Background: an optimization exercise with open tools, aiming at small area. Do not read the settings as production practice.
Function was checked by simulation only, so behaviour that the tests miss may differ from the original.
Power and IR drop assume default switching activity. No driver is modelled on the clock port, so clocking that relies on it looks cheaper here than on a real chip.

==> job 3667 <==
// sd_encr_device
module sd_encr_device (
    input wire clk,                     
    input wire rst,                     
    input wire start,                   
    input wire rw_flag,                 
    output wire done,                   
    output wire sd_clk,
    output wire sd_cs_n,
    output wire sd_mosi,
    input  wire sd_miso,
    input wire key_rw,                  
    input wire key_sel,                 
    input wire [511:0] key_data_in,     
    output wire [511:0] key_data_out    
);
export LEC_CHECK = 0
export CAP_MARGIN = 20
export CORE_MARGIN = 2
export CORE_UTILIZATION = 45
export CTS_BUF_LIST = sky130_fd_sc_hd__clkbuf_16
export CTS_CLUSTER_DIAMETER = 100
export CTS_CLUSTER_SIZE = 30
export GPL_TIMING_DRIVEN = 0
export PLACE_DENSITY_LB_ADDON = 0.2
export SLEW_MARGIN = 20
export SYNTH_HIERARCHICAL = 1
export SYNTH_MINIMUM_KEEP_SIZE = 0
create_clock -name core_clock -period 10.0 [get_ports {clk}]
standard.sh (not shown) runs the stock make flow with config.mk's settings and CLKGATE_MAP_FILE= SYNTH_SCRIPT=/design/flow/synth_recipe.tcl, a recipe that flattens the netlist after the stock synthesis.
==> flow/flow/run.sh <==
#!/bin/bash
# The standard layout (standard.sh) with three changes:
#  - flow/downsize.tcl runs before floorplanning (PRE_FLOORPLAN_TCL): each
#    combinational cell of the synthesized netlist gets the smallest drive
#    strength of its type; repair_design/repair_timing size up what needs it.
#  - the buffer on every input and output port is sky130_fd_sc_hd__buf_1
#    instead of the cell buffer_ports picks itself.
#  - clock tree synthesis gets the same arguments ORFS builds from the
#    CTS_* settings in config.mk, plus -dont_use_dummy_load (no balancing
#    load cells on the clock tree).
# Synthesis is standard.sh's, unchanged. make's full output goes to
# standard_finish.log here; ORFS's per-step logs are under orfs/logs.
set -euo pipefail
cd "$(dirname "${BASH_SOURCE[0]}")/.."
bash standard.sh \
  "PRE_FLOORPLAN_TCL=$PWD/flow/downsize.tcl" \
  "BUFFER_PORTS_ARGS=-buffer_cell sky130_fd_sc_hd__buf_1" \
  "CTS_ARGS=-sink_clustering_enable -repair_clock_nets -sink_clustering_size 30 -sink_clustering_max_diameter 100 -buf_list sky130_fd_sc_hd__clkbuf_16 -dont_use_dummy_load" \
  finish > standard_finish.log 2>&1
==> flow/flow/downsize.tcl <==
# PRE_FLOORPLAN hook: give every combinational cell of the synthesized
# netlist the smallest-area drive strength of its own type (same function and
# pins). Registers, clock cells and anything else are left as they are.
# repair_design and repair_timing later size up whatever needs it.
set db [ord::get_db]
set block [ord::get_db_block]
set skip {^(df|edf|sdf|sedf|dl|sdl|clk|tap|fill|decap|conb|lpflow|probe|diode|ebuf|einv)}
set swapped 0
foreach inst [$block getInsts] {
  set m [$inst getMaster]
  set name [$m getName]
  if {![regexp {^sky130_fd_sc_hd__([a-z0-9]+)_([0-9]+)$} $name -> base size]} { continue }
  if {[regexp $skip $base]} { continue }
  set best $m
  set best_area [expr {[$m getWidth] * [$m getHeight]}]
  foreach s {0 1 2 4} {
    set c [$db findMaster sky130_fd_sc_hd__${base}_$s]
    if {$c == "NULL" || $c == ""} { continue }
    set a [expr {[$c getWidth] * [$c getHeight]}]
    if {$a < $best_area} { set best $c; set best_area $a }
  }
  if {$best != $m} {
    $inst swapMaster $best
    incr swapped
  }
}
puts "downsize.tcl: swapped $swapped instances to smaller drive strengths"
==> job 1119: changes against job 3667 <==
--- a/flow/flow/run.sh
+++ b/flow/flow/run.sh
@@ -15,5 +15,5 @@
 bash standard.sh \
   "PRE_FLOORPLAN_TCL=$PWD/flow/downsize.tcl" \
   "BUFFER_PORTS_ARGS=-buffer_cell sky130_fd_sc_hd__buf_1" \
-  "CTS_ARGS=-sink_clustering_enable -repair_clock_nets -sink_clustering_size 30 -sink_clustering_max_diameter 100 -buf_list sky130_fd_sc_hd__clkbuf_16 -dont_use_dummy_load" \
+  "CTS_ARGS=-sink_clustering_enable -repair_clock_nets -sink_clustering_size 40 -sink_clustering_max_diameter 60 -buf_list sky130_fd_sc_hd__clkbuf_16 -dont_use_dummy_load" \
   finish > standard_finish.log 2>&1
Settings changed: CTS_CLUSTER_DIAMETER 100 to 60, CTS_CLUSTER_SIZE 30 to 40, GPL_TIMING_DRIVEN 0 to not set.
==> summary.md <==
| Metric | Value |
|---|---|
| Outcome | `timing/DRC/antenna clean` |
| Fin nets | `~8400` |
| Critical path data arrival time | `5.66 ns` |
| FMAX | `roughly 200 MHz` |
| Vias post-DR | `between 50000 and 60000` |
| Inserted Clock Buffers | `139` |
| Met2 Usage GRT | `around two fifths` |
| Worst path max stage delay | `0.79 ns` |
| Reg2reg setup slack | `~5.8 ns` |
| R2R cell count | `7` |
| Dpl cell area | `between 70000 and 80000 sq um` |
| Routability Congestion | `about 0.87` |
the above is filed under job 1119

==> summary.md <==
| Metric | Value |
|---|---|
| Outcome | `timing/DRC/antenna clean` |
| Crit path kind | `primary input to flop` |
| Critical path data arrival time | `~6.2 ns` |
| Fin nets | `between 8000 and 9000` |
| FMAX | `between 150 and 200 MHz` |
| Met2 Usage GRT | `between 40% and 50%` |
| Worst path max stage delay | `around 0.6 ns` |
| Inserted Clock Buffers | `84` |
| Root Buffer | `clkbuf_16` |
| R2R cell count | `14` |
| Dpl cell area | `approximately 83000 sq um` |
| Reg2reg setup slack | `roughly 5.9 ns` |
| Vias post-DR | `approximately 56000` |
the above is filed under job 3667


* * *

==> trial 69 <==
sd_encr_device, a different RTL version from the one above (not shown whole).
// sd_encr_device
module sd_encr_device (
    input wire clk,                     
    input wire rst,                     
    input wire start,                   
    input wire rw_flag,                 
    output wire done,                   
    output wire sd_clk,
    output wire sd_cs_n,
    output wire sd_mosi,
    input  wire sd_miso,
    input wire key_rw,                  
    input wire key_sel,                 
    input wire [511:0] key_data_in,     
    output wire [511:0] key_data_out    
);
clock: 10.0 ns
lec_check: 0
cap_margin: 20
core_margin: 2
core_utilization: 45
cts_buf_list: sky130_fd_sc_hd__clkbuf_16
cts_cluster_diameter: 100
cts_cluster_size: 30
place_density_lb_addon: 0.2
slew_margin: 20
synth_hierarchical: 1
synth_minimum_keep_size: 0
==> flow/flow/run.sh <==
#!/bin/bash
# The standard layout (standard.sh) with two changes:
#  - flow/downsize.tcl runs before floorplanning (PRE_FLOORPLAN_TCL): each
#    combinational cell of the synthesized netlist gets the smallest drive
#    strength of its type; repair_design/repair_timing size up what needs it.
#  - the buffer on every input and output port is sky130_fd_sc_hd__buf_1
#    instead of the cell buffer_ports picks itself.
# Synthesis is standard.sh's, unchanged. make's full output goes to
# standard_finish.log here; ORFS's per-step logs are under orfs/logs.
set -euo pipefail
cd "$(dirname "${BASH_SOURCE[0]}")/.."
bash standard.sh \
  "PRE_FLOORPLAN_TCL=$PWD/flow/downsize.tcl" \
  "BUFFER_PORTS_ARGS=-buffer_cell sky130_fd_sc_hd__buf_1" \
  finish > standard_finish.log 2>&1
Scripts as last shown in full above: flow/flow/downsize.tcl
==> build 77: changes against trial 69 <==
--- a/flow/design.v
+++ b/flow/design.v
@@ -1,28 +1,27 @@
 module spi_transactor (
     input  wire       clk,
     input  wire       rst,
     input  wire       load,
     input  wire [7:0] load_data,
-    output reg  [7:0] sr,           
+    output reg  [7:0] rx_byte,      
     output reg        done,
     output wire       active,       
     output reg        spi_clk,
     output wire       spi_mosi,
     input  wire       spi_miso
 );
     reg       start;
     reg       busy;
     reg [2:0] div;
+    reg       rise, fall;
     reg [3:0] bit_cnt;
-    reg       sbit;
+    reg [7:0] tx_shift;
+    reg [7:0] rx_shift;
     assign active   = start | busy | done;
-    assign spi_mosi = ~busy | sr[7];
-    wire div0 = (div == 3'd0);
-    wire rise = spi_clk & div0;
-    wire fall = busy & ~spi_clk & div0 & (bit_cnt != 4'd0);
-    wire last = fall & (bit_cnt == 4'd8);
+    assign spi_mosi = ~busy | tx_shift[7];
+    wire last = busy & fall & (bit_cnt == 4'd8);
     always @(posedge clk or posedge rst) begin
         if (rst) begin
             start   <= 1'b0;
             busy    <= 1'b0;
             done    <= 1'b0;
@@ -32,31 +31,39 @@
             done  <= last;
             if (!busy)
                 spi_clk <= 1'b0;
             else if (div == 3'd4)
                 spi_clk <= ~spi_clk;
-            if (start)
+            if (start && !busy)
                 busy <= 1'b1;
             else if (last)
                 busy <= 1'b0;
         end
     end
     always @(posedge clk) begin
-        if (!busy || div == 3'd4)
+        rise <= 1'b0;
+        fall <= 1'b0;
+        if (!busy)
             div <= 3'd0;
-        else
+        else if (div == 3'd4) begin
+            div  <= 3'd0;
+            rise <= ~spi_clk;
+            fall <= spi_clk;
+        end else
             div <= div + 1'd1;
-        if (start)
+        if (start && !busy)
             bit_cnt <= 4'd0;
-        else if (rise)
-            bit_cnt <= bit_cnt + 1'd1;
-        if (rise)
-            sbit <= spi_miso;
+        else if (busy && rise) begin
+            bit_cnt  <= bit_cnt + 1'd1;
+            rx_shift <= {rx_shift[6:0], spi_miso};
+        end
         if (load)
-            sr <= load_data;
-        else if (fall)
-            sr <= {sr[6:0], sbit};
+            tx_shift <= load_data;
+        else if (busy && fall)
+            tx_shift <= {tx_shift[6:0], 1'b0};
+        if (done)
+            rx_byte <= rx_shift;
     end
 endmodule
 module SD_Controller (
     input  wire         clk,
     input  wire         rst,
@@ -83,37 +90,36 @@
 reg  [10:0] retry;
 reg  [3:0]  rr;         
 reg  [17:0] addr;       
 wire       active;
 wire       tx_done;
-wire [7:0] rx_cur;     
+wire [7:0] rx_byte;
 reg        load;
 reg  [7:0] load_data;
 assign spi_cs_n = cs_n;
 assign done     = (ph == P_SETUP) && (idx == C_WRITE);
 spi_transactor u_spi (
     .clk       (clk),
     .rst       (rst),
     .load      (load),
     .load_data (load_data),
-    .sr        (rx_cur),
+    .rx_byte   (rx_byte),
     .done      (tx_done),
     .active    (active),
     .spi_clk   (spi_clk),
     .spi_mosi  (spi_mosi),
     .spi_miso  (spi_miso)
 );
 wire       in_misc = (ph == P_MISC);
-wire       shift   = in_misc && (((idx == M_RTOKEN || (idx == M_RDATA && cnt != 6'd63)) && tx_done) ||
-                                 (idx == M_WDATA && !active));
+wire       shift   = in_misc && ((idx == M_RDATA && tx_done) || (idx == M_WDATA && !active));
 wire       xen     = in_misc && (idx == M_WWAIT) && (cnt == 6'd5);
 wire [7:0] blk_byte;
 xorEncr u_buf (
     .clk      (clk),
     .shift    (shift),
     .xen      (xen),
-    .in_byte  (rx_cur),
+    .in_byte  (rx_byte),
     .key      (key),
     .out_byte (blk_byte)
 );
 reg [7:0] cmd_byte;
 wire rw_cmd = (idx == C_READ) || (idx == C_WRITE);
@@ -145,22 +151,13 @@
                 C_CMD16:  cmd_byte = 8'hFF;
                 default:  cmd_byte = 8'h01;
               endcase
     endcase
 end
-reg rx_ff, rx_00, rx_01, rx_fe, rx_x5;
-always @(posedge clk) begin
-    if (tx_done) begin
-        rx_ff <= (rx_cur == 8'hFF);
-        rx_00 <= (rx_cur == 8'h00);
-        rx_01 <= (rx_cur == 8'h01);
-        rx_fe <= (rx_cur == 8'hFE);
-        rx_x5 <= (rx_cur[4:0] == 5'h05);
-    end
-end
+wire rx_ff  = (rx_byte == 8'hFF);
 wire exp01  = (idx == C_CMD0) || (idx == C_CMD8) || (idx == C_CMD55);
-wire rx_ok  = exp01 ? rx_01 : rx_00;
+wire rx_ok  = (rx_byte == {7'd0, exp01});
 wire multi  = (idx == C_CMD8) || (idx == C_CMD58);
 always @(*) begin
     load      = 1'b0;
     load_data = 8'hFF;
     if (!active) begin
@@ -224,11 +221,11 @@
                 M_POWERUP: begin
                     if (tcnt >= 11'd80) begin ph <= P_SETUP; idx <= C_CMD0; end
                 end
                 M_RTOKEN: begin
                     if (tx_done) begin
-                        if (rx_fe) idx <= M_RDATA;
+                        if (rx_byte == 8'hFE) idx <= M_RDATA;
                         else if (tcnt > 11'd1024) idx <= M_ERROR;
                     end
                 end
                 M_RDATA: begin
                     if (tx_done && cnt == 6'd63) idx <= M_WWAIT;
@@ -241,11 +238,11 @@
                 end
                 M_WDATA: begin
                     if (tx_done && cnt == 6'd63) idx <= M_WRESP;
                 end
                 M_WRESP: begin
-                    if (tx_done && rx_x5) idx <= M_WBUSY;
+                    if (tx_done && rx_byte[4:0] == 5'h05) idx <= M_WBUSY;
                 end
                 M_WBUSY: begin
                     if (tx_done && rx_ff) begin
                         addr <= addr + 1'd1;
                         cs_n <= 1'b1;
@@ -290,11 +287,11 @@
         default: case (idx)
             M_IDLE: tcnt <= 11'd0;
             M_POWERUP: if (tx_done) tcnt <= tcnt + 1'd1;
             M_RTOKEN: begin
                 if (tx_done) begin
-                    if (rx_fe) begin cnt <= 6'd0; tcnt <= 11'd0; end
+                    if (rx_byte == 8'hFE) begin cnt <= 6'd0; tcnt <= 11'd0; end
                     else tcnt <= tcnt + 1'd1;
                 end
             end
             M_RDATA: if (tx_done && cnt != 6'd63) cnt <= cnt + 1'd1;
             M_WWAIT: begin
Settings changed: CTS_BUF_LIST sky130_fd_sc_hd__clkbuf_16 to sky130_fd_sc_hd__clkbuf_4 sky130_fd_sc_hd__clkbuf_8, CTS_CLUSTER_DIAMETER 100 to unset, CTS_CLUSTER_SIZE 30 to unset.
==> flow_results.org <==
** Run status
- The flow ran to the end and the layout has no timing, DRC or antenna violations.

** Route
- After detailed routing, the total wire length is 216000 um.

** Pwr
- Total power after layout :: 16200 uW

** Synth
- The number of nets in the synthesized netlist is 7269.

** Cells and area
- Once layout is complete, the utilization of the core stands at 0.511.
- Non-clock inverters in the final layout number 547.
- Leading cell types in the layout, fill and taps excluded :: sky130_fd_sc_hd__dfxtp_1 (2055), sky130_fd_sc_hd__buf_1 (1032), sky130_fd_sc_hd__a2bb2oi_1 (1024)

** STA
- Headroom to the max-slew limit came out at 0.146.

** Clocking
- Clk pin slew, worst setup/hold paths :: 110 ps

** Floorplan
- Die H :: 407 um

** GRT
- The number of antenna violations at the first check in global routing came to 79.

** Worst setup path
- Worst setup path endpoint :: u_sd_controller.u_buf.s[158]
- Required time of the critical path :: 10660 ps
the above is filed under trial 69

==> flow_results.org <==
** GRT
- The number of antenna violations at the first check in global routing was 82.

** Worst setup path
- Required time of the critical path :: 8000 ps
- Cells on worst reg2reg path :: 8
- Following the worst setup path forward leads to its endpoint at done.

** Clocking
- Clk pin slew, worst setup/hold paths :: 70 ps

** Floorplan
- The die is 408 um tall.

** Run status
- The run finished with no timing, DRC or antenna violations.

** Synth
- When the netlist entered floorplanning its net count stood at 7263.

** Pwr
- Total power after layout :: 20000 uW

** STA
- The worst pin sits at a relative slew slack of 0.223.

** Route
- After detailed routing, the total wire length is 227000 um.

** Cells and area
- The top cell types in the final layout, fill and taps aside, are sky130_fd_sc_hd__dfxtp_1 (2057), sky130_fd_sc_hd__buf_1 (1032), sky130_fd_sc_hd__a2bb2oi_1 (1025).
- For this run, the share of the core covered by cells in the final layout is 0.543.
- Inverters, non-clock :: 544
the above is filed under build 77

## separate check: timing with driven ports
Ports are ideal in the flow. The routed layouts listed here were re-timed in OpenROAD.
Step 1, drivers: a clkbuf_16 drives clk and a buf_2 each remaining input, both assumed.
Step 2 moves the port delays by t, midway between the first and last clock arrival at a register: inputs arrive t later, outputs are due t later. That takes back most of the time a late clock gives input paths.
Three values: ideal, step 1, step 2; two values: the first two.
run	t, ns	slack for setup (ns)	worst setup path after step 2	clock arrival spread, ns
job 3667	0.761	4.445 / 4.508 / 3.747	input to register	0.132 / 0.132
job 1119	0.814	4.957 / 5.020 / 4.206	input to register	0.119 / 0.119
trial 69	0.800	5.317 / 5.300 / 4.881	input to register	0.058 / 0.058
build 77	1.094	5.287 / 5.200 / 4.291	input to register	0.099 / 0.099
After both steps every run listed still meets setup and hold. The setup slack of build 77, which loses most, moves by -0.087 ns with the drivers and by -0.996 ns with both steps.
